What follows belongs to an exercise in optimizing a design on an open flow for small area; a production flow would make more cautious choices. Only simulation tests tie the RTL to the original design; equivalence was not proved. Power is estimated from default activity; no workload was simulated.

==> flow/design.v (outline; a module is shown in full before it is edited, if it fits) <==
// module sat: 14 lines
// module rca: 21 lines
// module rcs: 13 lines
// module sat_flag: 16 lines
// module tuner_slice_1k: 30 lines
// module tmul_mac: 722 lines
// module sine_oct: 2327 lines
// module tuner_2: 98 lines
// module cic_dec_4: 77 lines
// module fir8dec_par: 114 lines
// module booth_mac: 1150 lines
// module ddc_14: 140 lines
// module demods: 173 lines
// module sdr_rx: 48 lines
module sdr_rx (
    input wire clk,
    input wire reset,
    input wire signed [9:0] adc_in,
    input wire [1:0] dr,
    input wire [25:0] frq,
    input wire [3:0] cic_shf,
    input wire ns_ena,
    input wire [2:0] demod_type,
    output wire [6:0] sathld,
    output wire diag,
    output wire valid,
    output wire signed [15:0] l_out,
    output wire signed [15:0] r_out
);
  // ...
==> flow/fir8dec_coeff.hex <==
// memory init data
// Auto-generated by write_memh.py
ffff
0000
0000
0000
0001
0002
0003
0003
0003
0003
0001
ffff
fffd
fffa
fff7
fff6
fff6
fff8
fffd
0003
0009
0010
0016
0018
0017
0011
0007
fffa
ffeb
ffdc
ffd2
ffcd
ffd0
ffdd
fff2
000d
002a
0046
005a
0062
005a
0042
001a
ffe8
ffb2
ff82
ff5f
ff53
ff62
ff8e
ffd3
002a
0085
00d6
010f
0121
0106
00bb
0048
ffbb
ff28
fea6
fe4e
fe33
fe61
fed9
ff8f
006d
0152
021a
029f
02c5
027c
01c2
00aa
ff59
fdff
fcd3
fc0d
fbd6
fc47
fd60
ff03
00fb
02ff
04bc
05e2
0631
0588
03e6
0176
fe87
fb85
f8eb
f72f
f6b2
f7ab
fa1c
fdca
0244
06e7
0afb
0dc6
0eab
0d45
097d
0399
fc37
f44a
ecfe
e794
e540
e6fc
ed67
f8a3
084d
1b7c
30d2
469d
5b05
6c3b
78ae
7f36
7f36
78ae
6c3b
5b05
469d
30d2
1b7c
084d
f8a3
ed67
e6fc
e540
e794
ecfe
f44a
fc37
0399
097d
0d45
0eab
0dc6
0afb
06e7
0244
fdca
fa1c
f7ab
f6b2
f72f
f8eb
fb85
fe87
0176
03e6
0588
0631
05e2
04bc
02ff
00fb
ff03
fd60
fc47
fbd6
fc0d
fcd3
fdff
ff59
00aa
01c2
027c
02c5
029f
021a
0152
006d
ff8f
fed9
fe61
fe33
fe4e
fea6
ff28
ffbb
0048
00bb
0106
0121
010f
00d6
0085
002a
ffd3
ff8e
ff62
ff53
ff5f
ff82
ffb2
ffe8
001a
0042
005a
0062
005a
0046
002a
000d
fff2
ffdd
ffd0
ffcd
ffd2
ffdc
ffeb
fffa
0007
0011
0017
0018
0016
0010
0009
0003
fffd
fff8
fff6
fff6
fff7
fffa
fffd
ffff
0001
0003
0003
0003
0003
0002
0001
0000
0000
0000
ffff
0000
0000
0000
0000
0000
0000
0000
0000
0000
0000
==> flow/run.sh <==
#!/bin/bash
# synth_recipe.tcl (not shown) runs the flow's synth.tcl, then flattens the netlist and writes it again
# the make line also repeats each setting of config.mk as NAME=value (left out here)
make -C /OpenROAD-flow-scripts/flow DESIGN_CONFIG=/design/flow/config.mk WORK_HOME=/design/flow/orfs CLKGATE_MAP_FILE= SYNTH_SCRIPT=/design/flow/synth_recipe.tcl finish
==> flow/config.mk <==
export PLATFORM = sky130hd
export DESIGN_NAME = sdr_rx
export DESIGN_NICKNAME = sdr_rx
export VERILOG_FILES = /design/flow/design.v
export SDC_FILE = /design/flow/constraint.sdc
export NUM_CORES = 8
export LEC_CHECK = 0
export ABC_AREA = 1
export CAP_MARGIN = 20
export CORE_MARGIN = 2
export CORE_UTILIZATION = 35
export SLEW_MARGIN = 20
export SYNTH_MEMORY_MAX_BITS = 32768
==> flow/constraint.sdc <==
create_clock -name core_clock -period 12.5 [get_ports {clk}]
set_input_delay 2.5000 -clock core_clock [delete_from_list [all_inputs] [get_ports {clk}]]
set_output_delay 2.5000 -clock core_clock [all_outputs]
set_load 0.01 [all_outputs]
==> run notes, run 1 <==
WL met2 131000 um; Leading cell kind sequential cells; Starting Density 35.13%; Post-synth top cells dfxtp_1 (3136), inv_1 (1461), nor2_1 (1179), nand2_1 (1147), o21ai_0 (928); Pre-antenna DRT Iters 6; status no timing/DRC/antenna violations; Signal inverters 1533; clock group power 9.96 mW; Top Family by Delay on Critical Path adder cells; Synth top area share 50.70%; largest family of logic cells by synthesized area adder cells; worst setup path end u_ddc.u_fir.iring[31][34]; final worst path period share 91.17%; Int Pwr 21.36 mW; final setup vio count 0; Clk pwr share 33.8%; slowest stage delay, CP 0.44 ns; sw power 8.057 mW; M1 GR Usage 24.11%; total stage count of the critical path 51; Largest regs u_ddc.u_fir.iring: 1120 flops, u_ddc.u_fir.qring: 1120 flops, u_demod.dcb_acc: 27 flops; DR iter-0 viols 6546; Synthesized Nets 13050; worst hold path depth 0; Adder-Cell Fraction of Synth Area 17.37%; Wirelength per Cell 18.28 um; Final Instance Count excl. Fillers 16880; seq pwr 14.7 mW; Vert. Die Dim 598.8 um; Worst EP arrival 12.18 ns; worst r2r src u_ddc.u_fir.c_data[1]; multi-input combinational area share 34.97%; DR vias/cell 4.695; Mapped Cells 11840; FF+latch count, synth 3269; post-place setup slack 1.058 ns; clk_buf instances 466; Total Routing Usage GR 17.12%; commonest non-fill, non-tap cells in the layout dfxtp_1 (3127), inv_1 (1456), nor2_1 (1172); Worst setup startpoint u_ddc.u_fir.c_data[1]; Well Taps 4730
==> module fir8dec_par, before the edit <==
module fir8dec_par #(
	parameter isz = 16,					 
	          osz = 16,					 
              csz = 16,                  
              agrw = 3                   
)
(
	input clk,								 
	input reset,							 
	input ena,								 
	input signed [isz-1:0] iin, qin,    	 
	output reg valid,                   	 
	output signed [osz-1:0] iout,qout	     
);
    localparam asz = csz+isz+agrw;
    localparam signed [asz-1:0] rnd_const = 1<<(csz+1);
    reg signed [isz-1:0] xi, xq;     
    reg [2:0] jcnt;                  
    reg [4:0] d;                     
    reg lc;                          
    reg [4:0] pc;
    reg fst;                         
    always @(posedge clk)
    begin
        if(ena == 1'b1)
        begin
            xi <= iin;
            xq <= qin;
        end
        if(reset == 1'b1)
        begin
            jcnt <= 3'd0;
            d <= 5'd0;
            lc <= 1'b0;
            pc <= 5'd0;
            fst <= 1'b1;
        end
        else
        begin
            if(ena == 1'b1)
                jcnt <= jcnt + 3'd1;
            d <= d + 5'd1 - {4'd0, (ena == 1'b1) && (jcnt == 3'd7)};
            if(ena == 1'b1)
            begin
                lc <= 1'b1;
                pc <= 5'd0;
            end
            else if(lc == 1'b1)
            begin
                pc <= pc + 5'd1;
                if(pc == 5'd31)
                begin
                    lc <= 1'b0;
                    fst <= 1'b0;
                end
            end
        end
    end
    reg signed [csz-1:0] coeff_rom[0:255];
    initial
    begin
        $readmemh("fir8dec_coeff.hex", coeff_rom);
    end
    wire [7:0] c_addr = {d + 5'd2, 3'b000} - {5'd0, jcnt};
    wire [7:0] c_mirror = 8'd245 - c_addr;
    wire [6:0] c_fold = (c_addr <= 8'd122) ? c_addr[6:0] : c_mirror[6:0];
    wire c_zero = (c_addr >= 8'd246);
    reg signed [csz-1:0] c_data;
    reg init, emit;
    always @(posedge clk)
    begin
        if(reset == 1'b1)
        begin
            c_data <= {csz{1'b0}};
            init <= 1'b0;
            emit <= 1'b0;
        end
        else
        begin
            c_data <= (lc & ~c_zero) ? coeff_rom[{1'b0, c_fold}] : {csz{1'b0}};
            init <= lc & (fst | (c_addr == 8'd0));
            emit <= lc & (c_addr == 8'd4);
        end
    end
    reg signed [asz-1:0] iring[0:31];
    reg signed [asz-1:0] qring[0:31];
    wire signed [asz-1:0] ibase = init ? rnd_const : iring[0];
    wire signed [asz-1:0] qbase = init ? rnd_const : qring[0];
    integer n;
    always @(posedge clk)
    begin
        for(n=0;n<31;n=n+1)
        begin
            iring[n] <= iring[n+1];
            qring[n] <= qring[n+1];
        end
        iring[31] <= inext;
        qring[31] <= qnext;
    end
    wire [asz-1:0] inext, qnext;
    booth_mac u_imac(.x(xi), .c(c_data), .base(ibase), .y(inext));
    booth_mac u_qmac(.x(xq), .c(c_data), .base(qbase), .y(qnext));
    always @(posedge clk)
    begin
        if(reset == 1'b1)
            valid <= 1'b0;
        else
            valid <= emit;
    end
    sat #(.isz(agrw+osz-2), .osz(osz))
        u_isat(.in(iring[31][asz-1:csz+2]), .out(iout));
    sat #(.isz(agrw+osz-2), .osz(osz))
        u_qsat(.in(qring[31][asz-1:csz+2]), .out(qout));
endmodule
==> run 2, diff against run 1 <==
--- a/flow/design.v
+++ b/flow/design.v
@@ -3342,10 +3342,7 @@
     begin
-        if(ena == 1'b1)
-        begin
-            xi <= iin;
-            xq <= qin;
-        end
+        xi <= iin;
+        xq <= qin;
         if(reset == 1'b1)
         begin
-            jcnt <= 3'd0;
+            jcnt <= 3'd1;
             d <= 5'd0;
--- a/flow/config.mk
+++ b/flow/config.mk
@@ -11,2 +11,4 @@
 export CORE_UTILIZATION = 35
+export CTS_CLUSTER_DIAMETER = 100
+export CTS_CLUSTER_SIZE = 24
 export SLEW_MARGIN = 20
==> run 2 against run 1 <==
Still clean. Wire length is 0.64% lower. Core utilization fell by 1.9 points. Power shrank 13%. Critical path depth stayed put. Flip-flop and latch count unchanged. Register-to-register slack worse by 0.06 ns. Clock power down about 40%. Clock skew grew 0.025 ns. Combinational power is 4% higher. Synthesized area shrank 0.32%. Non-clock buffer count fell by 7. Maximum frequency is 0.49% lower. Critical endpoint is now u_ddc.u_fir.qring[31][34]. Largest cell class unchanged. Highest routed layer unchanged.
==> run notes, run 2 <==
status no timing/DRC/antenna violations; Required @ worst endpoint 13.32 ns; Mapped Cells 11840 (unchanged); Synth area leader dfxtp_1; Post-synth top cells dfxtp_1 (3168), inv_1 (1457), nor2_1 (1186), nand2_1 (1144), o21ai_0 (963); Int Pwr 18.22 mW (-15%); Total Routing Usage GR 17.01% (-0.11 points); Reg clk slew, reported paths 0.09 ns; post-place setup slack 0.9511 ns (-0.1070 ns); CTS sink cnt 3269; vias in the first global route 76120; final setup TNS 0 ns; Final min period 11.45 ns; post-synthesis cell area 123400 um^2; fin. max-slew vios 0; hold_buf cts 0; Worst EP arrival 12.27 ns (+0.09 ns); worst reg2reg setup slack 1.05 ns; fmax 87.31 MHz; area share of xor/xnor cells in the synthesized design 3.922%; Area growth, synth to finish 8.784%; largest net degree at the start of global routing 180; synth top area cells dfxtp_1 (51%), fa_1 (15%), inv_1 (4.4%); worst setup path end u_ddc.u_fir.qring[31][34]; drc violations 0; number of H-tree levels 4; clk buf depth 4; final net count 12910; pwr/cell area 191.5 nW/um^2; YS warnings 10; DR iter-0 viols 6799 (+3.9%); core area 351900 um^2; commonest non-fill, non-tap cells in the layout dfxtp_1 (3161), inv_1 (1452), nor2_1 (1178); Reg2Reg Depth 51; I/O pins 89; crit end category flip-flop; initial antenna violation count 34; Final Instance Count excl. Fillers 16390 (-2.9%); Worst Setup Start Kind flip-flop; most common cell in the netlist dfxtp_1; Post-synth ARST share 0%; Synth top area share 51.39% (+0.68 points); Vert. Die Dim 597.8 um (-0.16%); register area share after synthesis 53.84%; Crit Path Category reg2reg; number of synthesized flops with an enable pin 101; peak supply drop 133.0 uV; postcts setup bufs 0; remaining global-route overflow 0; Synth Flop Type dfxtp_1; Synth Area in Simple Gates 8.415%; Worst setup startpoint u_ddc.u_fir.c_data[1]; Port Buffer Count 88; Die Area 357400 um^2; Starting Density 35.08% (-0.059 points); Setup WS post-layout 1.047 ns; Synth Area in Compound Gates 9.526%; CTS Root Cell clkbuf_16; DR vias/cell 4.764 (+1.5%); largest family of logic cells by synthesized area adder cells; post-CTS resize count 0; number of max-cap violations 0; placed wire-length estimate 224300 um; FF+latch count, synth 3269 (unchanged); Setup Skew 0.08989 ns; Final Hold Vio Count 0; syn_area_per_cell 10.43 um^2; Synthesized Nets 13050 (unchanged); Routed Antenna Nets 0; Vias 78060; Tightest Hold Check Type reg2reg; Buf/Inv on CP 12; final setup vio count 0 (unchanged); worst-path fanout max 16; CTS tree built; Die X 597.8 um; slowest stage delay, CP 0.42 ns (-0.02 ns); Pre-antenna DRT Iters 6 (unchanged); mux share of post-synthesis cell area 0.5343%; Crit path top cell by count fa_1; final worst path period share 91.62% (+0.45 points); Clk pwr share 23.1% (-11 points); Layout fillers 34640; sw frac 29.16%; synth unique cells 66; worst skew pair latency 0.91 ns; Comb power frac 19.3%; sw power 7.500 mW (-6.9%); commonest non-fill, non-tap cell in the layout dfxtp_1; slowest CP cell fa_1; worst r2r src u_ddc.u_fir.c_data[1]; Routability Congestion 1.028; placed cells 16150; Adder-Cell Fraction of Synth Area 17.42% (+0.056 points); worst slew pin tran 1.098 ns; CTS buffer count 170; layout cell share with drive strength beyond 1 3.861%; first-pass GRT wire length 469100 um; Wirelength per Cell 18.71 um (+2.3%); Largest regs u_ddc.u_fir.iring: 1120 flops, u_ddc.u_fir.qring: 1120 flops, u_demod.dcb_acc: 27 flops; FP Rows 218; Util after Layout 38.16%; r2r endpoint u_ddc.u_fir.qring[31][34]; Top Family by Delay on Critical Path adder cells; Sequential Power Share 57.6%; Lkg Pwr 57.90 nW; Slew HR 26.00%; total stage count of the critical path 51 (unchanged); Detailed Route WL 306500 um; RSZ-0062 raised after global routing false
run 2: kinds of logic after synthesis:
kind of cell / after synthesis
adders and majority gates: 1163
AOI/OAI and AO/OA: 2083
buffers and inverters: 2064
and+or+nand+nor: 2641
DFF: 3269
xor gates and xnor gates: 551
muxes: 65
run 2: per-layer routing:
layer | up-vias | global-route usage [%] | share of wire, %
met5 | - | 0 | 0.023
li1 | 37100 | - | -
met1 | 37430 | 24.02 | 45
met2 | 2816 | 25.59 | 42
met4 | 10 | 6.957 | 4.7
met3 | 702 | 3.137 | 7.8
run 2: worst min path at each step:
| stage | from | end | slack [ns] | cells after the start |
|---|---|---|---|---|
| floorplan | u_ddc.u_fir.iring[1][0] | u_ddc.u_fir.iring[0][0] | 0.31 | 0 |
| global placement | u_ddc.u_fir.qring[26][29] | u_ddc.u_fir.qring[25][29] | 0.31 | 0 |
| detailed placement | u_ddc.u_fir.qring[28][11] | u_ddc.u_fir.qring[27][11] | 0.31 | 0 |
| CTS | u_ddc.u_fir.iring[20][9] | u_ddc.u_fir.iring[19][9] | 0.26 | 0 |
| global route | u_ddc.u_fir.iring[20][9] | u_ddc.u_fir.iring[19][9] | 0.26 | 0 |
| finish | u_ddc.u_fir.iring[20][9] | u_ddc.u_fir.iring[19][9] | 0.26 | 0 |
run 2: cell type report:
type / instances / area (um^2) / area share [%]
Inverter: 1522 / 5723 / 4.263
Clock buffer: 196 / 4447 / 3.312
Multi-Input combinational cell: 6503 / 49270 / 36.70
Tap cell: 4620 / 5781 / 4.305
Sequential cell: 3269 / 66470 / 49.51
Clock inverter: 35 / 543.0 / 0.4045
Antenna cell: 8 / 20.02 / 0.01491
Timing Repair Buffer: 233 / 2012 / 1.499
run 2: power groups by stage:
stage          logic [mW]  registers [mW]  clock network (mW)
6_report             4.96            14.8                5.93
4_1_cts              5.03            14.9                6.20
3_3_place_gp         4.88            15.0                   0
2_1_floorplan        3.54            14.6                   0
3_5_place_dp         4.99            15.1                   0
5_1_grt              5.83            15.2                6.58
run 2: stage by stage:
stage,power (mW),area (um^2),hold WS [ns]
after floorplan,18.13,123400,0.3096
after global placement,19.91,129200,0.3095
after detailed placement,20.11,129200,0.3121
after CTS,26.12,134200,0.2585
after global routing,27.57,134200,0.2635
final,25.72,134300,0.2600
==> module cic_dec_4, before the edit <==
module cic_dec_4 #(
	parameter ISZ = 10,								 
	          ASZ = 42,	                             
	          LSZ = 23,                              
              HSZ = ASZ - LSZ,                       
              OSZ = 21	                             
)
(
	input clk,						 
	input reset,					 
	input ena_out,					 
	input [3:0] stp,                 
	input [ISZ-1:0] xv,	             
	input xs,
	output reg signed [OSZ-1:0] y	 
);
	reg [LSZ:0] il0, il1, il2, il3;
	reg [HSZ-1:0] ih0, ih1, ih2, ih3;
    reg xs_d;
    wire [LSZ-1:0] sl0, sl1, sl2, sl3;
    wire cl0, cl1, cl2, cl3;
    wire [HSZ-1:0] sh0, sh1, sh2, sh3;
    wire xcin = xs & ~(xv == {1'b1, {ISZ-1{1'b0}}});
    rca #(.W(LSZ)) u_l0(.a(il0[LSZ-1:0]), .b({{LSZ-ISZ{xv[ISZ-1]}},xv} ^ {LSZ{xs}}), .ci(xcin), .s(sl0), .co(cl0));
    rca #(.W(LSZ)) u_l1(.a(il1[LSZ-1:0]), .b(il0[LSZ-1:0]), .ci(1'b0), .s(sl1), .co(cl1));
    rca #(.W(LSZ)) u_l2(.a(il2[LSZ-1:0]), .b(il1[LSZ-1:0]), .ci(1'b0), .s(sl2), .co(cl2));
    rca #(.W(LSZ)) u_l3(.a(il3[LSZ-1:0]), .b(il2[LSZ-1:0]), .ci(1'b0), .s(sl3), .co(cl3));
    rca #(.W(HSZ)) u_h0(.a(ih0), .b({HSZ{xs_d}}), .ci(il0[LSZ]), .s(sh0), .co());
    rca #(.W(HSZ)) u_h1(.a(ih1), .b(ih0), .ci(il1[LSZ]), .s(sh1), .co());
    rca #(.W(HSZ)) u_h2(.a(ih2), .b(ih1), .ci(il2[LSZ]), .s(sh2), .co());
    rca #(.W(HSZ)) u_h3(.a(ih3), .b(ih2), .ci(il3[LSZ]), .s(sh3), .co());
	always @(posedge clk)
	begin
		if(reset == 1'b1)
		begin
            xs_d <= 1'b0;
			il0 <= 0; il1 <= 0; il2 <= 0; il3 <= 0;
			ih0 <= 0; ih1 <= 0; ih2 <= 0; ih3 <= 0;
		end
		else
		begin
            xs_d <= xv[ISZ-1] ^ xs;
            il0 <= {cl0, sl0}; il1 <= {cl1, sl1}; il2 <= {cl2, sl2}; il3 <= {cl3, sl3};
            ih0 <= sh0; ih1 <= sh1; ih2 <= sh2; ih3 <= sh3;
		end
	end
    reg [ASZ-OSZ-HSZ-1:0] low_pipe;
    always @(posedge clk)
        low_pipe <= il3[LSZ-1:ASZ-OSZ];
    wire [OSZ-1:0] integrator_top = {ih3, low_pipe};
	reg [OSZ-1:0] acc;
	reg [OSZ-1:0] dly0, dly1, dly2, dly3;
    wire [OSZ-1:0] dif;
    rca #(.W(OSZ)) u_c(.a(acc), .b(~dly0), .ci(1'b1), .s(dif), .co());
    wire shift = |stp;
	always @(posedge clk)
	begin
        if(ena_out == 1'b1)
            acc <= integrator_top;
        else if(shift)
            acc <= dif;
		if(reset == 1'b1)
		begin
            dly0 <= 0; dly1 <= 0; dly2 <= 0; dly3 <= 0;
            y <= 0;
		end
		else
        begin
            if(shift)
            begin
                dly0 <= dly1; dly1 <= dly2; dly2 <= dly3; dly3 <= acc;
            end
            if(stp[3])
                y <= dif;
        end
	end
endmodule
==> module ddc_14, before the edit <==
module ddc_14 #(
    parameter isz = 14,  
              fsz = 26,  
              osz = 16,  
              gsz = 8    
)
(
    input clk, reset,
    input signed [isz-1:0] in,
	input [1:0] dr,
	input [fsz-1:0] frq,
    input [3:0] cic_shf,
    input ns_ena,
    output reg [6:0] sathld,
    output valid,
    output signed [osz-1:0] i_out, q_out,
    output diag
);
	reg [gsz-1:0] drate;
	always @(posedge clk)
		case(dr)
			2'b00: drate = 8'd255;		 
			2'b01: drate = 8'd127;		 
			2'b10: drate = 8'd63;		 
			2'b11: drate = 8'd32;		 
			default: drate = 8'd255;
		endcase
    reg [gsz-1:0] dcnt;
    reg ena_cic;
    reg [3:0] comb_stp;
    wire [gsz-1:0] dcnt_m1;
    rca #(.W(gsz)) u_dcnt(.a(dcnt), .b({gsz{1'b1}}), .ci(1'b0), .s(dcnt_m1), .co());
    always @(posedge clk)
    begin
        if(reset == 1'b1)
        begin
            dcnt <= 0;
            ena_cic <= 1'b0;
            comb_stp <= 4'd0;
        end
        else
        begin
			if(dcnt == 0)
			begin
				dcnt <= drate;
				ena_cic <= 1'b1;
			end
			else
			begin
				dcnt <= dcnt_m1;
				ena_cic <= 1'b0;
			end
            comb_stp <= {comb_stp[2:0], ena_cic};
       end
    end
    wire [isz-1:0] tuner_i, tuner_q;
    wire tuner_i_s, tuner_q_s;
    tuner_2 #(
        .dsz(isz),
        .fsz(fsz)
    )
    u_tuner(
        .clk(clk),
        .reset(reset),
        .in(in),
        .frq(frq),
        .ns_ena(ns_ena),
        .i_v(tuner_i), .i_s(tuner_i_s),
        .q_v(tuner_q), .q_s(tuner_q_s)
    );
    parameter cicsz = 21;
    wire signed [cicsz-1:0] cic_i, cic_q;
    cic_dec_4 #(.ISZ(isz), .ASZ(isz+4*gsz), .OSZ(cicsz))
    u_cic_i(
        .clk(clk),
        .reset(reset),
        .ena_out(ena_cic),
        .stp(comb_stp),
        .xv(tuner_i), .xs(tuner_i_s),
        .y(cic_i)
    );
    assign diag = cic_i[cicsz-1];
    cic_dec_4 #(.ISZ(isz), .ASZ(isz+4*gsz), .OSZ(cicsz))
    u_cic_q(
        .clk(clk),
        .reset(reset),
        .ena_out(ena_cic),
        .stp(comb_stp),
        .xv(tuner_q), .xs(tuner_q_s),
        .y(cic_q)
    );
    wire signed [cicsz+6:0] cic_i_shf = cic_i<<<cic_shf;
    wire signed [cicsz+6:0] cic_q_shf = cic_q<<<cic_shf;
    wire signed [osz-1:0] cic_i_sat, cic_q_sat;
    wire isatflg, qsatflg;
    reg satflg_d;
    reg satval;
    reg [6:0] satcnt, satsum;
    wire [6:0] satcnt_p1, satsum_p;
    rca #(.W(7)) u_satcnt(.a(satcnt), .b(7'd0), .ci(1'b1), .s(satcnt_p1), .co());
    rca #(.W(7)) u_satsum(.a(satsum), .b(7'd0), .ci(satval), .s(satsum_p), .co());
    sat_flag #(.isz(osz+7), .osz(osz))
        u_sat_i(.in(cic_i_shf[cicsz+6:cicsz-osz]), .out(cic_i_sat), .flag(isatflg));
    sat_flag #(.isz(osz+7), .osz(osz))
        u_sat_q(.in(cic_q_shf[cicsz+6:cicsz-osz]), .out(cic_q_sat), .flag(qsatflg));
    always @(posedge clk)
    begin
        satflg_d <= isatflg|qsatflg;
        if(reset == 1'b1)
        begin
            satcnt <= 0;
			satval <= 0;
            satsum <= 0;
            sathld <= 0;
        end
        else
        begin
 			satcnt <= satcnt_p1;
			satval <= satflg_d;
            satsum <= satsum_p;
            if(satcnt == 7'h7f)
            begin
                sathld <= satsum;
                satsum <= 0;
            end
        end
    end
	fir8dec_par #(
        .isz(osz),           
	    .osz(osz)            
    )
	u_fir(
		.clk(clk),								 
		.reset(reset),							 
		.ena(comb_stp[3]),						 
		.iin(cic_i_sat), .qin(cic_q_sat),    	 
		.valid(valid),                   		 
		.iout(i_out), .qout(q_out)				 
	);
endmodule
==> run 3, diff against run 2 <==
--- a/flow/design.v
+++ b/flow/design.v
@@ -3255,3 +3255,3 @@
 	input xs,
-	output reg signed [OSZ-1:0] y	 
+	output signed [OSZ-1:0] y	     
 );
@@ -3293,10 +3293,9 @@
 	reg [OSZ-1:0] dly0, dly1, dly2, dly3;
+    wire [OSZ-1:0] aop = ena_out ? integrator_top : acc;
     wire [OSZ-1:0] dif;
-    rca #(.W(OSZ)) u_c(.a(acc), .b(~dly0), .ci(1'b1), .s(dif), .co());
-    wire shift = |stp;
+    rca #(.W(OSZ)) u_c(.a(aop), .b(~dly0), .ci(1'b1), .s(dif), .co());
+    wire shift = ena_out | stp[0] | stp[1] | stp[2];
 	always @(posedge clk)
 	begin
-        if(ena_out == 1'b1)
-            acc <= integrator_top;
-        else if(shift)
+        if(shift)
             acc <= dif;
@@ -3305,14 +3304,9 @@
             dly0 <= 0; dly1 <= 0; dly2 <= 0; dly3 <= 0;
-            y <= 0;
 		end
-		else
+		else if(shift)
         begin
-            if(shift)
-            begin
-                dly0 <= dly1; dly1 <= dly2; dly2 <= dly3; dly3 <= acc;
-            end
-            if(stp[3])
-                y <= dif;
+            dly0 <= dly1; dly1 <= dly2; dly2 <= dly3; dly3 <= aop;
         end
 	end
+    assign y = acc;
 endmodule
@@ -3342,4 +3336,7 @@
     begin
-        xi <= iin;
-        xq <= qin;
+        if(ena == 1'b1)
+        begin
+            xi <= iin;
+            xq <= qin;
+        end
         if(reset == 1'b1)
@@ -4661,3 +4658,9 @@
     );
-    assign diag = cic_i[cicsz-1];
+    reg diag_r;
+    always @(posedge clk)
+        if(reset == 1'b1)
+            diag_r <= 1'b0;
+        else if(comb_stp[3])
+            diag_r <= cic_i[cicsz-1];
+    assign diag = diag_r;
     cic_dec_4 #(.ISZ(isz), .ASZ(isz+4*gsz), .OSZ(cicsz))
@@ -4685,5 +4688,10 @@
         u_sat_q(.in(cic_q_shf[cicsz+6:cicsz-osz]), .out(cic_q_sat), .flag(qsatflg));
+    reg satflg;
     always @(posedge clk)
     begin
-        satflg_d <= isatflg|qsatflg;
+        if(reset == 1'b1)
+            satflg <= 1'b0;
+        else if(comb_stp[3])
+            satflg <= isatflg|qsatflg;
+        satflg_d <= satflg;
         if(reset == 1'b1)
==> run 3 against run 2 <==
Non-clock buffer count grew 15. Worst setup slack improved by 0.054 ns. Combinational power up 2%. Core utilization up 0.12 points. Count of clock-buffer cells in the layout is 2 higher. Sequential power hardly changed. Via count is 1.1% lower. Critical path depth decreased by 4. Cell count shrank 0.74%. Wire length decreased by 0.94%. Worst hold slack worse by 0.011 ns. Synthesized cell count fell by 1.1%. Critical path type unchanged. Largest power group unchanged.
==> run notes, run 3 <==
Setup Skew 0.1078 ns (+0.01795 ns); YS warnings 10 (unchanged); first-pass GRT wire length 465700 um (-0.72%); CTS Root Cell clkbuf_16; Crit path top cell by count fa_1; worst skew pair latency 0.91 ns (about the same); final setup TNS 0 ns (unchanged); post-CTS resize count 0 (unchanged); Setup WS post-layout 1.101 ns (+0.05359 ns); Final Hold Vio Count 0 (unchanged); number of max-cap violations 0 (unchanged); largest net degree at the start of global routing 156 (-13%); Post-synth top cells dfxtp_1 (3096), inv_1 (1455), nor2_1 (1188), nand2_1 (1110), o21ai_0 (949); worst slew pin tran 1.183 ns (+0.08482 ns); Synthesized Nets 12920 (-1.0%); final worst path period share 91.19% (-0.43 points); CTS tree built; Lkg Pwr 57.89 nW (about the same); status no timing/DRC/antenna violations; I/O pins 89 (unchanged); Vert. Die Dim 595.7 um (-0.36%); slowest CP cell o21ai_2; Port Buffer Count 88 (unchanged); Reg clk slew, reported paths 0.09 ns (about the same); synth unique cells 61 (-7.6%); Die Area 354900 um^2 (-0.71%); final hold slack 0.2487 ns (-0.01128 ns); Die X 595.7 um (-0.36%); Final Instance Count excl. Fillers 16270 (-0.74%); Largest regs u_ddc.u_fir.iring: 1120 flops, u_ddc.u_fir.qring: 1120 flops, u_demod.dcb_acc: 27 flops; pwr/cell area 193.3 nW/um^2 (+0.94%); placed cells 16020 (-0.79%); synth top area cells dfxtp_1 (51%), fa_1 (15%), inv_1 (4.5%); postcts setup bufs 0 (unchanged); Total Routing Usage GR 16.94% (-0.071 points); Synth top area share 50.58% (-0.81 points); Synth area leader dfxtp_1; post-place setup slack 0.9383 ns (-0.01276 ns); RSZ-0062 raised after global routing false; core area 348900 um^2 (-0.84%); Starting Density 35.12% (+0.046 points); Crit Path Category reg2reg; number of H-tree levels 4 (unchanged); fmax 87.72 MHz (+0.47%); slowest stage delay, CP 0.61 ns (+0.19 ns); CTS buffer count 171 (+0.59%); fin. max-slew vios 0 (unchanged); Vias 77230 (-1.1%); Routed Antenna Nets 0 (unchanged); clk buf depth 4 (unchanged); Top Family by Delay on Critical Path adder cells; drc violations 0 (unchanged); Synth Flop Type dfxtp_1; Tightest Hold Check Type reg2reg; Buf/Inv on CP 8 (-4); Worst EP arrival 12.22 ns (-0.05 ns); Area growth, synth to finish 8.998%; peak supply drop 132.2 uV (-0.65%); DR vias/cell 4.748 (-0.32%); Layout fillers 34270 (-1.1%); Wirelength per Cell 18.67 um (-0.20%); Pre-antenna DRT Iters 6 (unchanged); hold_buf cts 0 (unchanged); final setup vio count 0 (unchanged); FP Rows 217 (-0.46%); initial antenna violation count 14 (-59%); Final min period 11.40 ns (-0.05359 ns); Post-synth ARST share 0% (unchanged); CTS sink cnt 3229 (-1.2%); Slew HR 20.83% (-5.2 points); vias in the first global route 75590 (-0.69%); layout cell share with drive strength beyond 1 3.997% (+0.14 points); Worst Setup Start Kind flip-flop; post-synthesis cell area 122500 um^2 (-0.71%); worst-path fanout max 15 (-1); FF+latch count, synth 3229 (-1.2%); Mapped Cells 11700 (-1.1%); DR iter-0 viols 6889 (+1.3%); Detailed Route WL 303600 um (-0.94%); commonest non-fill, non-tap cells in the layout dfxtp_1 (3090), inv_1 (1449), nor2_1 (1180); commonest non-fill, non-tap cell in the layout dfxtp_1; placed wire-length estimate 219700 um (-2.1%); register area share after synthesis 53.84% (about the same); syn_area_per_cell 10.47 um^2 (+0.41%); crit end category flip-flop; Routability Congestion 1.010 (-1.7%); remaining global-route overflow 0 (unchanged); final net count 12800 (-0.82%); Power Total 25.82 mW (+0.41%); number of synthesized flops with an enable pin 133 (+32%); most common cell in the netlist dfxtp_1; Required @ worst endpoint 13.32 ns (about the same)
run 3: changes by cell type after synthesis, moves of 8 or more:
cell      before   now
buf_1         78    70
o21ai_0      963   949
edfxtp_1     101   133
o31ai_1        8    18
a31oi_1       27    36
dfxtp_1     3168  3096
nand3_1      211   199
o21ai_1       21     7
o221ai_1      28    19
a21oi_1      390   374
nand2_1     1144  1110
o22ai_1      463   438
clkinv_1      44    35
run 3: cell type report:
cell class	instances	area, um^2	share of cell area, %
Clock buffer	198	4390	3.287
Antenna cell	7	17.52	0.01312
Timing Repair Buffer	248	2108	1.578
Tap cell	4599	5754	4.308
Inverter	1507	5669	4.245
Clock inverter	41	663.1	0.4965
Multi-Input combinational cell	6436	48980	36.67
Sequential cell	3229	65980	49.40
run 3: worst reg2reg max path, delay by kind of cell (launching register included):
kind,cells,cell delay [ns]
adder cells (fa/ha/maj),31,8.96
AO/OA/AOI/OAI,3,0.83
XOR/XNOR,3,0.52
buffers and inverters,8,0.46
flip-flops,1,0.42
AND/OR/NAND/NOR,2,0.21
run 3: cells by family after synthesis:
logic type,share of synthesized area [%]
buffers and inverters,6.295
adders and majority gates,17.55
xor gates and xnor gates,3.936
muxes,0.5371
AOI/OAI and AO/OA,9.420
DFF,53.84
and+or+nand+nor,8.424
run 3: where the power goes:
| part | leakage [nW] | internal (mW) | switching, mW | total [mW] |
|---|---|---|---|---|
| clock | 2.45 | 2.64 | 3.34 | 5.98 |
| sequential | 26.7 | 13.6 | 1.13 | 14.8 |
| combinational | 28.7 | 1.98 | 3.10 | 5.08 |
| total | 57.9 | 18.2 | 7.57 | 25.8 |
run 3: final timing paths:
path | startpoint | end | slack, ns | cells after the start
worst max-delay path | u_ddc.u_fir.c_data[1] | u_ddc.u_fir.qring[31][34] | 1.10 | 47
worst min-delay path | u_ddc.u_fir.iring[29][16] | u_ddc.u_fir.iring[28][16] | 0.25 | 0
worst max register to register | u_ddc.u_fir.c_data[1] | u_ddc.u_fir.qring[31][34] | 1.10 | 47
worst min register to register | u_ddc.u_fir.iring[29][16] | u_ddc.u_fir.iring[28][16] | 0.25 | 0
run 3: routing by layer:
layer / vias to the layer above / wire, um / GRT usage [%]
met5: - / 90 / 0
met4: 14 / 13100 / 6.454
met3: 623 / 21270 / 3.112
met2: 2441 / 127100 / 25.09
met1: 37360 / 142100 / 24.44
li1: 36790 / - / -
run 3: stage by stage:
| step | util, % | cell area [um^2] |
|---|---|---|
| floorplan | - | 122500 |
| global route | 38.28 | 133500 |
| finish | 38.28 | 133600 |
| detailed placement | 36.82 | 128500 |
| CTS | 38.27 | 133500 |
| global placement | 36.82 | 128500 |
==> run 4, diff against run 3 <==
==> flow/flow/run.sh (new file) <==
#!/bin/bash
# Layout flow: the standard flow (standard.sh) with two changes.
#  1. Synthesis maps the logic with an area-oriented ABC script
#     (flow/abc_area_map.script) in place of ORFS's; the rest of synthesis
#     (synth_recipe.tcl and ORFS's synth.tcl) is unchanged, so the registers
#     are the standard synthesis's.
#  2. Clock tree synthesis clusters up to 24 sinks within 100 um per leaf
#     buffer and inserts no dummy loads.
# Logs: synth.log (synthesis), standard.log (the rest, via standard.sh);
# ORFS's own per-step logs are under orfs/logs.
set -euo pipefail
W=$(pwd)

# ORFS's synth.tcl, with our ABC script in place of the one ABC_AREA picks
sed 's#^source \$::env(SCRIPTS_DIR)/synth_preamble.tcl$#&\nset abc_args [lreplace $abc_args 1 1 '"$W"'/flow/abc_area_map.script]#' \
    "$FLOW_HOME/scripts/synth.tcl" > "$W/synth_custom.tcl"
grep -q 'abc_area_map.script' "$W/synth_custom.tcl"
sed 's#^source \$::env(SCRIPTS_DIR)/synth.tcl$#source '"$W"'/synth_custom.tcl#' synth_recipe.tcl > "$W/synth_recipe_custom.tcl"
grep -q 'synth_custom.tcl' "$W/synth_recipe_custom.tcl"

# standard.sh's make command, with our synthesis script, for synthesis only
MK=$(grep -m1 '^make -C' standard.sh)
MK=${MK%\"\$\{@:-finish\}\"}
MK=$(echo "$MK" | sed "s#SYNTH_SCRIPT=[^ ]*#SYNTH_SCRIPT=$W/synth_recipe_custom.tcl#")
eval "$MK synth" > synth.log 2>&1

# the rest of the standard flow
export CTS_ARGS="-sink_clustering_enable -repair_clock_nets -sink_clustering_size 24 -sink_clustering_max_diameter 100 -dont_use_dummy_load"
bash standard.sh > standard.log 2>&1
==> flow/flow/abc_area_map.script (new file) <==
strash
balance
rewrite
refactor
balance
rewrite
rewrite -z
balance
refactor -z
rewrite -z
balance
dch
amap
topo
stime -c
buffer -c
upsize -c
dnsize -c
==> flow/standard.sh (new file) <==
#!/bin/bash
# synth_recipe.tcl (not shown) runs the flow's synth.tcl, then flattens the netlist and writes it again
# the make line also repeats each setting of config.mk as NAME=value (left out here)
make -C /OpenROAD-flow-scripts/flow DESIGN_CONFIG=/design/flow/config.mk WORK_HOME=/design/flow/orfs CLKGATE_MAP_FILE= SYNTH_SCRIPT=/design/flow/synth_recipe.tcl "${@:-finish}"
--- a/flow/config.mk
+++ b/flow/config.mk
@@ -11,4 +11,2 @@
 export CORE_UTILIZATION = 35
-export CTS_CLUSTER_DIAMETER = 100
-export CTS_CLUSTER_SIZE = 24
 export SLEW_MARGIN = 20
removed: flow/run.sh
==> run 4 against run 3 <==
Still clean. Register-to-register slack got worse by 0.04 ns. Cell count is 5.2% lower. Synthesized cell count down 5.9%. Non-clock buffer count up 12. Clock skew rose by 0.0041 ns. Core utilization is 0.33 points lower. Synthesized area is 1.1% lower. Combinational power is 12% higher. First-iteration DRC count up 12%. Critical path depth rose by 2. Critical path type unchanged. Highest routed layer unchanged.
==> run notes, run 4 <==
synth top area cells dfxtp_1 (51%), fa_1 (15%), nor2_1 (4.1%); peak supply drop 137.4 uV (+4.0%); Area growth, synth to finish 8.155%; crit end category flip-flop; Reg clk slew, reported paths 0.09 ns (about the same); first-pass GRT wire length 451100 um (-3.1%); Mapped Cells 11010 (-5.9%); postcts setup bufs 0 (unchanged); Total Routing Usage GR 16.51% (-0.43 points); Comb power frac 22.3% (+2.6 points); I/O pins 89 (unchanged); design area 131100 um^2 (-1.9%); Routability Congestion 1.037 (+2.6%); post-place setup slack 0.9667 ns (+0.02835 ns); slowest CP cell dfxtp_1; Port Buffer Count 88 (unchanged); Largest regs u_ddc.u_fir.iring: 1120 flops, u_ddc.u_fir.qring: 1120 flops, u_demod.dcb_acc: 27 flops; worst-path fanout max 11 (-4); YS warnings 10 (unchanged); core area 345400 um^2 (-1.0%); sw power 7.533 mW (-0.51%); final net count 12050 (-5.9%); Vert. Die Dim 592.4 um (-0.55%); Wirelength per Cell 18.93 um (+1.4%); remaining global-route overflow 0 (unchanged); largest family of logic cells by synthesized area adder cells; Post-synth top cells dfxtp_1 (3096), nor2_1 (1326), fa_1 (926), inv_1 (887), o21ai_0 (624); register area share after synthesis 54.44% (+0.60 points); most common cell in the netlist dfxtp_1; placed wire-length estimate 208500 um (-5.1%); DR iter-0 viols 7725 (+12%); number of synthesized flops with an enable pin 133 (unchanged); fin. max-slew vios 0 (unchanged); Die X 592.4 um (-0.55%); Final min period 11.44 ns (+0.03962 ns); Crit path top cell by count fa_1; Slew HR 16.23% (-4.6 points); FF+latch count, synth 3229 (unchanged); RSZ-0062 raised after global routing false; FP Rows 216 (-0.46%); Worst Setup Start Kind flip-flop; area share of xor/xnor cells in the synthesized design 0.02168% (-3.9 points); Post-synth ARST share 0% (unchanged); number of H-tree levels 4 (unchanged); Synth Area in Simple Gates 9.064% (+0.64 points); initial antenna violation count 14 (unchanged); DR vias/cell 4.972 (+4.7%); Final Hold Vio Count 0 (unchanged); final setup vio count 0 (unchanged); synth unique cells 80 (+31%); Synth top area share 51.14% (+0.56 points); final setup TNS 0 ns (unchanged); Top Family by Delay on Critical Path adder cells; worst slew pin tran 1.240 ns (+0.05713 ns); hold_buf cts 0 (unchanged); Post-DP Area 126900 um^2 (-1.2%); Starting Density 35.09% (about the same); status no timing/DRC/antenna violations; Vias 76650 (-0.75%); CTS buffer count 164 (-4.1%); drc violations 0 (unchanged); Reg2Reg Depth 49 (+4.3%); layout cell share with drive strength beyond 1 6.001% (+2.0 points); worst skew pair latency 0.89 ns (-0.02 ns); Layout fillers 33780 (-1.4%); syn_area_per_cell 11.01 um^2 (+5.1%); Sequential Power Share 56.5% (-0.7 points); total stage count of the critical path 49 (+4.3%); number of max-cap violations 0 (unchanged); mux share of post-synthesis cell area 0% (-0.54 points); Tightest Hold Check Type reg2reg; fmax 87.42 MHz (-0.35%); Pre-antenna DRT Iters 6 (unchanged); Setup Skew 0.1120 ns (+0.004111 ns); Setup WS post-layout 1.061 ns (-0.03962 ns); worst hold path depth 0 (unchanged); Lkg Pwr 52.94 nW (-8.5%); largest net degree at the start of global routing 118 (-24%); Clk pwr share 21.2% (-2.0 points); Synthesized Nets 12220 (-5.4%); commonest non-fill, non-tap cells in the layout dfxtp_1 (3089), nor2_1 (1320), fa_1 (926); vias in the first global route 74160 (-1.9%); Worst EP arrival 12.25 ns (+0.03 ns); Die Area 351000 um^2 (-1.1%); Synth area leader dfxtp_1; post-CTS resize count 0 (unchanged); pwr/cell area 193.9 nW/um^2 (+0.28%); Util after Layout 37.95% (-0.33 points); commonest non-fill, non-tap cell in the layout dfxtp_1; Routed Antenna Nets 0 (unchanged); clk buf depth 4 (unchanged); final worst path period share 91.51% (+0.32 points); Buf/Inv on CP 10 (+2); post-synthesis cell area 121200 um^2 (-1.1%); Synth Flop Type dfxtp_1; Adder-Cell Fraction of Synth Area 17.74% (+0.19 points); CTS Root Cell clkbuf_16; Int Pwr 17.88 mW (-2.0%); slowest stage delay, CP 0.50 ns (-0.11 ns); Synth Area in Compound Gates 13.89% (+4.5 points); Required @ worst endpoint 13.31 ns (about the same); CTS tree built; Detailed Route WL 291800 um (-3.9%); CTS sink cnt 3229 (unchanged); sw frac 29.64% (+0.32 points); Crit Path Category reg2reg
==> run 4: cell count changes in the layout (fill, tap and decap cells not counted), sizes merged, moves of 117 or more <==
cell / previous run / this run
o221a: 0 / 206
o22ai: 438 / 612
nor2: 1191 / 1331
xor2: 493 / 2
nor2b: 0 / 364
nand3: 200 / 20
nor3: 45 / 184
o21ai: 960 / 642
nand2: 1114 / 434
a21oi: 374 / 491
inv: 1494 / 905
==> run 4: worst paths after layout <==
path	start	end	slack [ns]
worst max-delay path	u_ddc.u_fir.c_data[3]	u_ddc.u_fir.qring[31][34]	1.06
worst min-delay path	u_ddc.u_fir.qring[18][6]	u_ddc.u_fir.qring[17][6]	0.27
worst max register to register	u_ddc.u_fir.c_data[3]	u_ddc.u_fir.qring[31][34]	1.06
worst min register to register	u_ddc.u_fir.qring[18][6]	u_ddc.u_fir.qring[17][6]	0.27
==> run 4: per-stage QoR <==
step / instances / hold slack (ns) / power (mW)
finish: 15420 / 0.2726 / 25.41
global route: 15410 / 0.2753 / 27.22
CTS: 15410 / 0.2588 / 25.77
detailed placement: 15240 / 0.3121 / 20.26
global placement: 15240 / 0.3095 / 20.12
floorplan: 11010 / 0.3096 / 18.22
==> run 4: power groups by stage <==
stage	registers (mW)	logic [mW]	clock network, mW
after floorplan	14.1	4.08	0
after global placement	14.6	5.53	0
after detailed placement	14.6	5.62	0
after CTS	14.4	5.68	5.66
after global routing	14.7	6.55	6.00
final	14.4	5.67	5.39
==> run 4: final cells by class <==
class                      count  area (um^2)  area share, %
tap                         4578         5728          4.370
sequential                  3229        65990          50.34
clock buffer                 164         4104          3.131
antenna                        6        15.01        0.01145
inverter                     955         3597          2.744
multi-input combinational   6224        49450          37.73
timing repair buffer         260         2190          1.670
==> run 4: logic make-up (layout without fill, tap and decap cells) <==
family                     after synthesis  count (layout)
AOI/OAI and AO/OA                     2561            2561
buffers and inverters                 1557            1379
adders and majority gates             1163            1163
other                                    0               6
xor gates and xnor gates                 3               3
DFF                                   3229            3229
and+or+nand+nor                       2497            2497
==> run 4: per-layer routing <==
metal	up-vias	wire length (um)	global-route usage, %
met5	-	32	0
met4	4	13880	6.798
met3	684	21080	2.787
met2	2699	121900	24.37
met1	36830	135000	23.86
li1	36440	-	-
==> run 4: worst register-to-register path, delay by kind of cell (launching register included) <==
| kind | cells | cell delay [ns] |
|---|---|---|
| fa+ha+maj | 31 | 9.01 |
| compound gates | 6 | 1.02 |
| buf+inv | 10 | 0.70 |
| flops | 1 | 0.50 |
| simple gates | 2 | 0.18 |
==> run 5, diff against run 4 <==
--- a/flow/flow/run.sh
+++ b/flow/flow/run.sh
@@ -6,4 +6,4 @@
 #     are the standard synthesis's.
-#  2. Clock tree synthesis clusters up to 24 sinks within 100 um per leaf
-#     buffer and inserts no dummy loads.
+#  2. Clock tree synthesis clusters up to 28 sinks within 90 um per leaf
+#     buffer, uses clkbuf_8 above the leaves and inserts no dummy loads.
 # Logs: synth.log (synthesis), standard.log (the rest, via standard.sh);
@@ -27,3 +27,3 @@
 # the rest of the standard flow
-export CTS_ARGS="-sink_clustering_enable -repair_clock_nets -sink_clustering_size 24 -sink_clustering_max_diameter 100 -dont_use_dummy_load"
+export CTS_ARGS="-sink_clustering_enable -repair_clock_nets -sink_clustering_size 28 -sink_clustering_max_diameter 90 -tree_buf sky130_fd_sc_hd__clkbuf_8 -dont_use_dummy_load"
 bash standard.sh > standard.log 2>&1
==> run 5 against run 4 <==
Global-route usage decreased by 0.060 points. Maximum frequency about the same. Die area unchanged. Via count increased by 0.16%. Clock power decreased by 4.5%. Worst setup slack improved by 0.0018 ns. Power decreased by 0.94%. Synthesized cell count unchanged. Critical endpoint unchanged. Highest routed layer is now met4.
==> run notes, run 5 <==
FF+latch count, synth 3229 (unchanged); Tightest Hold Check Type reg2reg; number of H-tree levels 4 (unchanged); Largest regs u_ddc.u_fir.iring: 1120 flops, u_ddc.u_fir.qring: 1120 flops, u_demod.dcb_acc: 27 flops; vias in the first global route 74000 (-0.22%); final net count 12030 (-0.091%); area share of xor/xnor cells in the synthesized design 0.02168% (unchanged); fin. max-slew vios 0 (unchanged); Port Buffer Count 88 (unchanged); Crit Path Category reg2reg; Power Total 25.17 mW (-0.94%); synth unique cells 80 (unchanged); Final Hold Vio Count 0 (unchanged); layout cell share with drive strength beyond 1 5.905% (-0.096 points); worst skew pair latency 0.90 ns (about the same); peak supply drop 193.8 uV (+41%); Layout fillers 33830 (+0.13%); fmax 87.43 MHz (about the same); crit end category flip-flop; Required @ worst endpoint 13.34 ns (+0.03 ns); largest net degree at the start of global routing 118 (unchanged); Post-synth ARST share 0% (unchanged); Slew HR 15.93% (-0.30 points); post-synthesis cell area 121200 um^2 (unchanged); Setup Skew 0.09324 ns (-0.01871 ns); placed wire-length estimate 208500 um (unchanged); FP Rows 216 (unchanged); Pre-antenna DRT Iters 6 (unchanged); synth top area cells dfxtp_1 (51%), fa_1 (15%), nor2_1 (4.1%); hold_buf cts 0 (unchanged); Starting Density 35.09% (unchanged); pwr/cell area 192.5 nW/um^2 (-0.71%); postcts setup bufs 0 (unchanged); RSZ-0062 raised after global routing false; Die Area 351000 um^2 (unchanged); Reg clk slew, reported paths 0.10 ns (about the same); DR iter-0 viols 7801 (+0.98%); commonest non-fill, non-tap cell in the layout dfxtp_1; final setup vio count 0 (unchanged); final setup TNS 0 ns (unchanged); worst slew pin tran 1.248 ns (+0.007527 ns); slowest stage delay, CP 0.50 ns (about the same); Synth area leader dfxtp_1; largest family of logic cells by synthesized area adder cells; Die X 592.4 um (unchanged); Worst Setup Start Kind flip-flop; multi-input logic area 49450 um^2 (unchanged); initial antenna violation count 14 (unchanged); Wirelength per Cell 18.89 um (-0.20%); Total Routing Usage GR 16.45% (-0.060 points); Synth Area in Simple Gates 9.064% (unchanged); number of max-cap violations 0 (unchanged); YS warnings 10 (unchanged); number of synthesized flops with an enable pin 133 (unchanged); Lkg Pwr 52.79 nW (-0.29%); Synth Flop Type dfxtp_1; Area growth, synth to finish 7.897%; Worst EP arrival 12.28 ns (+0.03 ns); core area 345400 um^2 (unchanged); Synth Area in Compound Gates 13.89% (unchanged); Vert. Die Dim 592.4 um (unchanged); CTS Root Cell clkbuf_16; Vias 76770 (+0.16%); register area 65990 um^2 (unchanged); Crit path top cell by count fa_1; commonest non-fill, non-tap cells in the layout dfxtp_1 (3089), nor2_1 (1320), fa_1 (926); mux share of post-synthesis cell area 0% (unchanged); DR vias/cell 4.982 (+0.21%); Adder-Cell Fraction of Synth Area 17.74% (unchanged); register area share after synthesis 54.44% (unchanged); slowest CP cell dfxtp_1; CTS tree built; Final min period 11.44 ns (-0.001760 ns); first-pass GRT wire length 449500 um (-0.37%); Synthesized Nets 12220 (unchanged); clk buf depth 4 (unchanged); remaining global-route overflow 0 (unchanged); Routability Congestion 1.037 (unchanged); Detailed Route WL 291100 um (-0.25%); most common cell in the netlist dfxtp_1; final hold slack 0.2610 ns (-0.01154 ns); CTS sink cnt 3229 (unchanged); Post-synth top cells dfxtp_1 (3096), nor2_1 (1326), fa_1 (926), inv_1 (887), o21ai_0 (624); Routed Antenna Nets 0 (unchanged); worst-path fanout max 11 (unchanged); Synth top area share 51.14% (unchanged); drc violations 0 (unchanged); syn_area_per_cell 11.01 um^2 (unchanged); final worst path period share 91.50% (about the same); post-CTS resize count 0 (unchanged); status no timing/DRC/antenna violations; I/O pins 89 (unchanged); Mapped Cells 11010 (unchanged); CTS buffer count 153 (-6.7%)
## run 5: cell counts after synthesis
No cell type changed its count.
## run 5: cells by family (layout without fill, tap and decap cells)
family                     count (synthesis)  after routing
and+or+nand+nor                         2497           2497
adders and majority gates               1163           1163
buffers and inverters                   1557           1368
xor gates and xnor gates                   3              3
DFF                                     3229           3229
other                                      0              9
AOI/OAI and AO/OA                       2561           2561
## run 5: cell type report
class | count | share of cell area (%)
timing repair buffer | 260 | 1.674
tap | 4578 | 4.380
sequential | 3229 | 50.46
clock buffer | 153 | 2.894
antenna | 9 | 0.01722
multi-input combinational | 6224 | 37.82
inverter | 955 | 2.751
## run 5: power breakdown
part | total, mW | switching [mW] | internal [mW] | leakage, nW
Clock | 5.15 | 2.98 | 2.17 | 1.86
Sequential | 14.4 | 1.15 | 13.2 | 26.6
Combinational | 5.67 | 3.34 | 2.34 | 24.3
## run 5: worst paths after layout
kind              slack [ns]                   endpoint  cells past startpoint                      from
setup / recovery        1.06  u_ddc.u_fir.qring[31][34]                     49     u_ddc.u_fir.c_data[3]
hold / removal          0.26   u_ddc.u_fir.iring[13][5]                      0  u_ddc.u_fir.iring[14][5]
setup reg to reg        1.06  u_ddc.u_fir.qring[31][34]                     49     u_ddc.u_fir.c_data[3]
hold reg to reg         0.26   u_ddc.u_fir.iring[13][5]                      0  u_ddc.u_fir.iring[14][5]
## run 5: critical path, delay by kind of cell, from the launching register on
kind / cells / cell delay (ns)
fa+ha+maj: 31 / 9.00
compound gates: 6 / 1.02
buf+inv: 10 / 0.70
flops: 1 / 0.50
simple gates: 2 / 0.18
## run 5: per-stage QoR
stage,instance area [um^2],instances,setup WS (ns),utilization [%]
2_1_floorplan,121200,11010,1.540,-
3_3_place_gp,126900,15240,1.062,36.75
3_5_place_dp,126900,15240,0.9667,36.75
4_1_cts,130700,15400,0.9991,37.84
5_1_grt,130700,15400,0.3233,37.86
6_report,130800,15410,1.063,37.86
## run 5: per-layer routing
metal | routed length (um) | GRT usage (%) | up-vias | part of all wire (%)
met5 | 0 | 0 | - | 0
met4 | 13660 | 6.712 | 0 | 4.7
met3 | 21660 | 2.613 | 719 | 7.4
met2 | 121400 | 24.26 | 2905 | 42
met1 | 134400 | 23.92 | 36740 | 46
li1 | - | - | 36410 | -
==> run 6, diff against run 5 <==
--- a/flow/flow/run.sh
+++ b/flow/flow/run.sh
@@ -2,3 +2,4 @@
 # Layout flow: the standard flow (standard.sh) with two changes.
-#  1. Synthesis maps the logic with an area-oriented ABC script
+#  1. Synthesis maps the logic with an area-oriented ABC script, without
+#     buffering (the placement-time repair buffers what needs it),
 #     (flow/abc_area_map.script) in place of ORFS's; the rest of synthesis
==> flow/flow/abc_area_map.script (replaced) <==
strash
balance
rewrite
refactor
balance
rewrite
rewrite -z
balance
refactor -z
rewrite -z
balance
dch
amap
topo
==> run 6 against run 5 <==
Count of clock-buffer cells in the layout grew 2. Largest power group unchanged. Critical endpoint unchanged. Wire length grew 4.1%. Register-to-register slack lost 0.23 ns. Still clean on timing, DRC and antenna. Highest routed layer is now met5. Critical path depth is the same. Non-clock buffer count grew 32. Cell count shrank 0.16%. Worst hold slack lost 0.011 ns.
==> run notes, run 6 <==
status no timing/DRC/antenna violations; CTS tree built; most common cell in the netlist dfxtp_1; design area 130900 um^2 (+0.13%); Setup Skew 0.09725 ns (+0.004005 ns); Buf/Inv on CP 9 (-1); I/O pins 89 (unchanged); Total Routing Usage GR 17.38% (+0.93 points); peak supply drop 125.7 uV (-35%); post-place setup slack 0.6911 ns (-0.2756 ns); syn_area_per_cell 11.41 um^2 (+3.7%); remaining global-route overflow 0 (unchanged); Pre-antenna DRT Iters 6 (unchanged); placed wire-length estimate 215600 um (+3.4%); RSZ-0062 raised after global routing false; worst hold start u_ddc.u_fir.iring[15][20]; Lkg Pwr 49.87 nW (-5.5%); CTS buffer count 155 (+1.3%); final setup TNS 0 ns (unchanged); initial antenna violation count 20 (+6); worst r2r src u_ddc.u_fir.c_data[1]; Worst Setup Start Kind flip-flop; synth unique cells 60 (-25%); Worst EP arrival 12.49 ns (+0.21 ns); commonest non-fill, non-tap cells in the layout dfxtp_1 (3086), nor2_1 (1325), clkinv_1 (944); Mapped Cells 10410 (-5.4%); synth top area cells dfxtp_1 (52%), fa_1 (16%), nor2_1 (4.2%); worst reg2reg setup slack 0.84 ns (-0.23 ns); Synthesized Nets 11620 (-4.9%); YS warnings 10 (unchanged); Reg clk slew, reported paths 0.11 ns (about the same); layout cell share with drive strength beyond 1 3.713% (-2.2 points); Routed Antenna Nets 0 (unchanged); FP Rows 213 (-1.4%); clk buf depth 4 (unchanged); Power Total 25.33 mW (+0.63%); FF+latch count, synth 3229 (unchanged); Die X 586.6 um (-0.98%); Layout fillers 32650 (-3.5%); largest net degree at the start of global routing 199 (+69%); Top Family by Delay on Critical Path adder cells; slowest CP cell fa_1; Vias 76600 (-0.22%); worst hold path depth 0 (unchanged); Tightest Hold Check Type reg2reg; Port Buffer Count 88 (unchanged); register area share after synthesis 55.53% (+1.1 points); final net count 12070 (+0.28%); number of max-cap violations 0 (unchanged); Final min period 11.66 ns (+0.2252 ns); CTS sink cnt 3229 (unchanged); number of synthesized flops with an enable pin 133 (unchanged); worst skew pair latency 0.91 ns (about the same); slowest stage delay, CP 0.48 ns (-0.02 ns); Crit Path Category reg2reg; fin. max-slew vios 0 (unchanged); drc violations 0 (unchanged); Final Hold Vio Count 0 (unchanged); CTS Root Cell clkbuf_16; Synth area leader dfxtp_1; commonest non-fill, non-tap cell in the layout dfxtp_1; hold endpoint u_ddc.u_fir.iring[14][20]; Vert. Die Dim 586.6 um (-0.98%); DR vias/cell 4.979 (about the same); Area growth, synth to finish 10.21%; Routability Congestion 1.014 (-2.2%); Die Area 344100 um^2 (-2.0%); Synth Flop Type dfxtp_1; fmax 85.75 MHz (-1.9%); Starting Density 35.24% (+0.15 points); first-pass GRT wire length 465100 um (+3.5%); post-synthesis cell area 118800 um^2 (-2.0%); Detailed Route WL 302900 um (+4.1%); core area 337100 um^2 (-2.4%); hold_buf cts 0 (unchanged); r2r endpoint u_ddc.u_fir.qring[31][34]; Post-synth ARST share 0% (unchanged); vias in the first global route 74040 (+0.059%); pwr/cell area 193.5 nW/um^2 (+0.50%); worst-path fanout max 11 (unchanged); number of H-tree levels 4 (unchanged); Synth top area share 52.17% (+1.0 points); worst slew pin tran 1.233 ns (-0.01446 ns); final worst path period share 93.30% (+1.8 points); Wirelength per Cell 19.69 um (+4.2%); Post-synth top cells dfxtp_1 (3096), nor2_1 (1331), clkinv_1 (955), fa_1 (926), o21ai_0 (642); Required @ worst endpoint 13.33 ns (about the same); crit end category flip-flop; Crit path top cell by count fa_1; Reg2Reg Depth 49 (unchanged); Slew HR 16.70% (+0.77 points); final setup vio count 0 (unchanged); Post-DP Area 127000 um^2 (about the same); Setup WS post-layout 0.8376 ns (-0.2252 ns); DR iter-0 viols 7354 (-5.7%); Largest regs u_ddc.u_fir.iring: 1120 flops, u_ddc.u_fir.qring: 1120 flops, u_demod.dcb_acc: 27 flops
## run 6: cell types whose count changed after synthesis, sizes merged
cell,delta
clkinv,+904
inv,-904
clkbuf,-525
buf,-75
## run 6: cell families after synthesis
family / count (synthesis) / share of synthesized area (%)
xor+xnor: 3 / 0.02212
fa+ha+maj: 1163 / 18.10
compound gates: 2561 / 14.10
simple gates: 2497 / 9.220
buf+inv: 957 / 3.024
flops: 3229 / 55.53
## run 6: cell type report
cell class / count / area, um^2 / share of cell area (%)
flip-flops and latches: 3229 / 65990 / 50.40
multi-input cells: 6224 / 49390 / 37.72
well taps: 4515 / 5649 / 4.314
clock buffers: 155 / 3834 / 2.928
inverters: 955 / 3598 / 2.748
repair buffers: 292 / 2437 / 1.861
diodes: 13 / 32.53 / 0.02484
## run 6: how the worst max path moves through the flow
stage / start / end / slack, ns / depth (start not counted)
final: u_ddc.u_fir.c_data[1] / u_ddc.u_fir.qring[31][34] / 0.84 / 49
after global routing: u_ddc.u_fir.c_data[1] / u_ddc.u_fir.qring[31][34] / 0.03 / 52
after CTS: u_ddc.u_fir.c_data[1] / u_ddc.u_fir.qring[31][34] / 0.63 / 49
after detailed placement: u_ddc.u_fir.c_data[1] / u_ddc.u_fir.qring[31][34] / 0.69 / 49
after global placement: u_ddc.u_fir.c_data[1] / u_ddc.u_fir.qring[31][34] / 0.74 / 49
after floorplan: u_ddc.u_fir.c_data[3] / u_ddc.u_fir.qring[31][34] / 0.10 / 49
## run 6: what timing repair did
action                     4_1_cts  5_1_grt
resized for setup                0        2
buffers inserted                 0        0
hold endpoints to repair         0        0
setup endpoints to repair        0        1
## run 6: where the power goes
part | total [mW] | switching, mW | internal (mW) | leakage, nW
Combinational | 5.80 | 3.45 | 2.36 | 21.4
Sequential | 14.3 | 1.14 | 13.2 | 26.6
Clock | 5.18 | 2.99 | 2.19 | 1.89
Total | 25.3 | 7.58 | 17.7 | 49.9
## run 6: layer usage
metal	up-vias	share of wire [%]	global-route usage [%]
li1	36540	-	-
met1	36810	49	26.42
met5	-	0.013	0
met4	6	3.7	5.987
met3	569	7.1	2.715
met2	2683	40	24.80
## run 6: through the flow
stage	hold slack (ns)	utilization (%)	cells
final	0.2505	38.84	15380
after detailed placement	0.3121	37.68	15210
after global routing	0.2496	38.83	15370
after CTS	0.2451	38.82	15370
after floorplan	0.3096	-	10410
after global placement	0.3095	37.68	15210
==> run 7, diff against run 6 <==
--- a/flow/flow/run.sh
+++ b/flow/flow/run.sh
@@ -2,4 +2,3 @@
 # Layout flow: the standard flow (standard.sh) with two changes.
-#  1. Synthesis maps the logic with an area-oriented ABC script, without
-#     buffering (the placement-time repair buffers what needs it),
+#  1. Synthesis maps the logic with an area-oriented ABC script
 #     (flow/abc_area_map.script) in place of ORFS's; the rest of synthesis
@@ -8,3 +7,4 @@
 #  2. Clock tree synthesis clusters up to 28 sinks within 90 um per leaf
-#     buffer, uses clkbuf_8 above the leaves and inserts no dummy loads.
+#     buffer (clkbuf_16), uses clkbuf_4 above the leaves and inserts no
+#     dummy loads.
 # Logs: synth.log (synthesis), standard.log (the rest, via standard.sh);
@@ -28,3 +28,3 @@
 # the rest of the standard flow
-export CTS_ARGS="-sink_clustering_enable -repair_clock_nets -sink_clustering_size 28 -sink_clustering_max_diameter 90 -tree_buf sky130_fd_sc_hd__clkbuf_8 -dont_use_dummy_load"
+export CTS_ARGS="-sink_clustering_enable -repair_clock_nets -sink_clustering_size 28 -sink_clustering_max_diameter 90 -sink_clustering_buffer sky130_fd_sc_hd__clkbuf_16 -buf_list sky130_fd_sc_hd__clkbuf_4 -dont_use_dummy_load"
 bash standard.sh > standard.log 2>&1
--- a/flow/flow/abc_area_map.script
+++ b/flow/flow/abc_area_map.script
@@ -14 +14,5 @@
 topo
+stime -c
+buffer -c
+upsize -c
+dnsize -c
==> run 7 against run 6 <==
Still clean on timing, DRC and antenna. Clock skew rose by 0.13 ns. Global-route usage fell by 0.94 points. Critical path depth did not move. Maximum frequency rose by 2.6%. Via count rose by 0.22%. Core utilization fell by 1.1 points. Die area rose by 2.0%. Flip-flop and latch count did not move. Final area fell by 0.38%. Sequential share of layout area rose by 0.19 points. Largest power group unchanged.
==> run notes, run 7 <==
status no timing/DRC/antenna violations; Vias 76770 (+0.22%); slowest CP cell dfxtp_1; fmax 87.94 MHz (+2.6%); Mapped Cells 11010 (+5.8%); postcts setup bufs 0 (unchanged); YS warnings 10 (unchanged); Area growth, synth to finish 7.635%; Synthesized Nets 12220 (+5.2%); slowest stage delay, CP 0.52 ns (+0.04 ns); Detailed Route WL 291200 um (-3.9%); worst skew pair latency 1.42 ns (+0.51 ns); Die X 592.4 um (+0.99%); layout cell share with drive strength beyond 1 5.905% (+2.2 points); Synth Flop Type dfxtp_1; Pre-antenna DRT Iters 7 (+1); Slew HR 18.82% (+2.1 points); Die Area 351000 um^2 (+2.0%); Final Instance Count excl. Fillers 15410 (+0.18%); commonest non-fill, non-tap cells in the layout dfxtp_1 (3089), nor2_1 (1320), fa_1 (926); Reg clk slew, reported paths 0.10 ns (about the same); synth top area cells dfxtp_1 (51%), fa_1 (15%), nor2_1 (4.1%); peak supply drop 195.8 uV (+56%); Crit path top cell by count fa_1; final setup vio count 0 (unchanged); pwr/cell area 191.0 nW/um^2 (-1.3%); first-pass GRT wire length 449400 um (-3.4%); synth unique cells 80 (+33%); worst r2r src u_ddc.u_fir.c_data[3]; WL met2 122000 um (-0.57%); Routed Antenna Nets 0 (unchanged); CTS sink cnt 3229 (unchanged); DR vias/cell 4.982 (about the same); Required @ worst endpoint 13.85 ns (+0.52 ns); Buf/Inv on CP 10 (+1); CTS tree built; Top Family by Delay on Critical Path adder cells; Post-synth top cells dfxtp_1 (3096), nor2_1 (1326), fa_1 (926), inv_1 (887), o21ai_0 (624); drc violations 0 (unchanged); Vert. Die Dim 592.4 um (+0.99%); I/O pins 89 (unchanged); worst hold start u_ddc.u_fir.iring[5][10]; worst reg2reg setup slack 1.13 ns (+0.29 ns); placed wire-length estimate 208500 um (-3.3%); Setup Skew 0.2238 ns (+0.1266 ns); Final Hold Vio Count 0 (unchanged); final setup TNS 0 ns (unchanged); worst hold path depth 0 (unchanged); register area share after synthesis 54.44% (-1.1 points); Largest regs u_ddc.u_fir.iring: 1120 flops, u_ddc.u_fir.qring: 1120 flops, u_demod.dcb_acc: 27 flops; Lkg Pwr 52.64 nW (+5.6%); final worst path period share 90.97% (-2.3 points); Wirelength per Cell 18.90 um (-4.0%); Synth top area share 51.14% (-1.0 points); DRT met1 WL 135100 um (-8.4%); Starting Density 35.09% (-0.15 points); number of H-tree levels 4 (unchanged); CTS Root Cell clkbuf_4; DR top layer met5; final net count 12030 (-0.28%); Post-synth ARST share 0% (unchanged); most common cell in the netlist dfxtp_1; Synth area leader dfxtp_1; Worst EP arrival 12.72 ns (+0.23 ns); commonest non-fill, non-tap cell in the layout dfxtp_1; fin. max-slew vios 0 (unchanged); met3 routed WL 20670 um (-3.4%); Port Buffer Count 88 (unchanged); post-CTS resize count 0 (unchanged); worst slew pin tran 1.205 ns (-0.02843 ns); hold_buf cts 0 (unchanged)
## run 7: changes by cell type after synthesis, moves of 18 or more
cell	before	now
clkbuf_1	0	525
o21ai_0	642	624
o221a_1	206	0
o221a_2	0	206
inv_1	0	887
or2_0	36	1
clkinv_1	955	51
buf_1	2	65
or2_2	0	33
## run 7: where the power goes
part,internal (mW),total [mW],leakage [nW],switching (mW)
Clock,1.93,4.89,1.72,2.96
Combinational,2.34,5.67,24.3,3.34
Sequential,13.2,14.3,26.6,1.15
## run 7: area by class of cell
class                           instances  area (um^2)  area share (%)
Multi-Input combinational cell       6224        49450           37.91
Sequential cell                      3229        65990           50.59
Timing Repair Buffer                  260         2190           1.679
Clock buffer                          153         3461           2.653
Tap cell                             4578         5728           4.391
Inverter                              955         3597           2.758
Antenna cell                           11        27.53         0.02110
## run 7: logic make-up (layout without fill, tap and decap cells)
family / count (synthesis) / count (layout) / synth area share [%]
AOI/OAI and AO/OA: 2561 / 2561 / 13.89
xor gates and xnor gates: 3 / 3 / 0.02168
adders and majority gates: 1163 / 1163 / 17.74
buffers and inverters: 1557 / 1368 / 4.842
DFF: 3229 / 3229 / 54.44
other: 0 / 11 / 0
and+or+nand+nor: 2497 / 2497 / 9.064
## run 7: through the flow
step / worst slack, ns / hold slack [ns] / util (%) / instance area (um^2) / total power [mW]
final: 1.128 / 0.1759 / 37.77 / 130400 / 24.91
after global routing: 0.4114 / 0.1693 / 37.76 / 130400 / 26.70
after detailed placement: 0.9667 / 0.3121 / 36.75 / 126900 / 20.26
after CTS: 1.087 / 0.1583 / 37.75 / 130400 / 25.24
after global placement: 1.062 / 0.3095 / 36.75 / 126900 / 20.12
after floorplan: 1.540 / 0.3096 / - / 121200 / 18.22
## run 7: metal layers
metal,up-vias,global-route usage (%)
met5,-,0
met4,8,6.629
met3,654,2.661
met2,2772,24.32
met1,36910,23.87
li1,36430,-
## run 7: how the worst max path moves through the flow
stage,to,cells after the start
2_1_floorplan,u_ddc.u_fir.qring[31][34],51
3_3_place_gp,u_ddc.u_fir.qring[31][34],49
4_1_cts,u_ddc.u_fir.qring[31][34],48
5_1_grt,u_ddc.u_fir.qring[31][34],49
6_report,u_ddc.u_fir.qring[31][34],49
3_5_place_dp,u_ddc.u_fir.qring[31][34],48

-- static timing again, ports no longer ideal --
The results above use ideal ports. As a check the final layouts listed here were re-extracted and re-timed, cells and wires unchanged. Step 1, drivers: a clkbuf_16 drives clk and a buf_2 each remaining input, both assumed. Step 2 also shifts input and output timing later by t, the mid clock arrival at the registers, as if the neighbouring blocks saw the same clock. Slacks: ideal ports / drivers / drivers and shift; pairs: ideal ports / drivers.
run	shift t [ns]	setup WS [ns]
run 1	0.988	1.103 / 1.103 / 1.037
run 2	0.959	1.047 / 1.047 / 1.047
run 3	0.944	1.101 / 1.101 / 1.101
run 4	0.949	1.061 / 1.061 / 1.061
run 5	0.972	1.063 / 1.063 / 1.063
run 6	0.956	0.838 / 0.838 / 0.838
run 7	1.426	1.128 / 1.128 / 1.128
After both steps setup and hold are still met in every run listed.
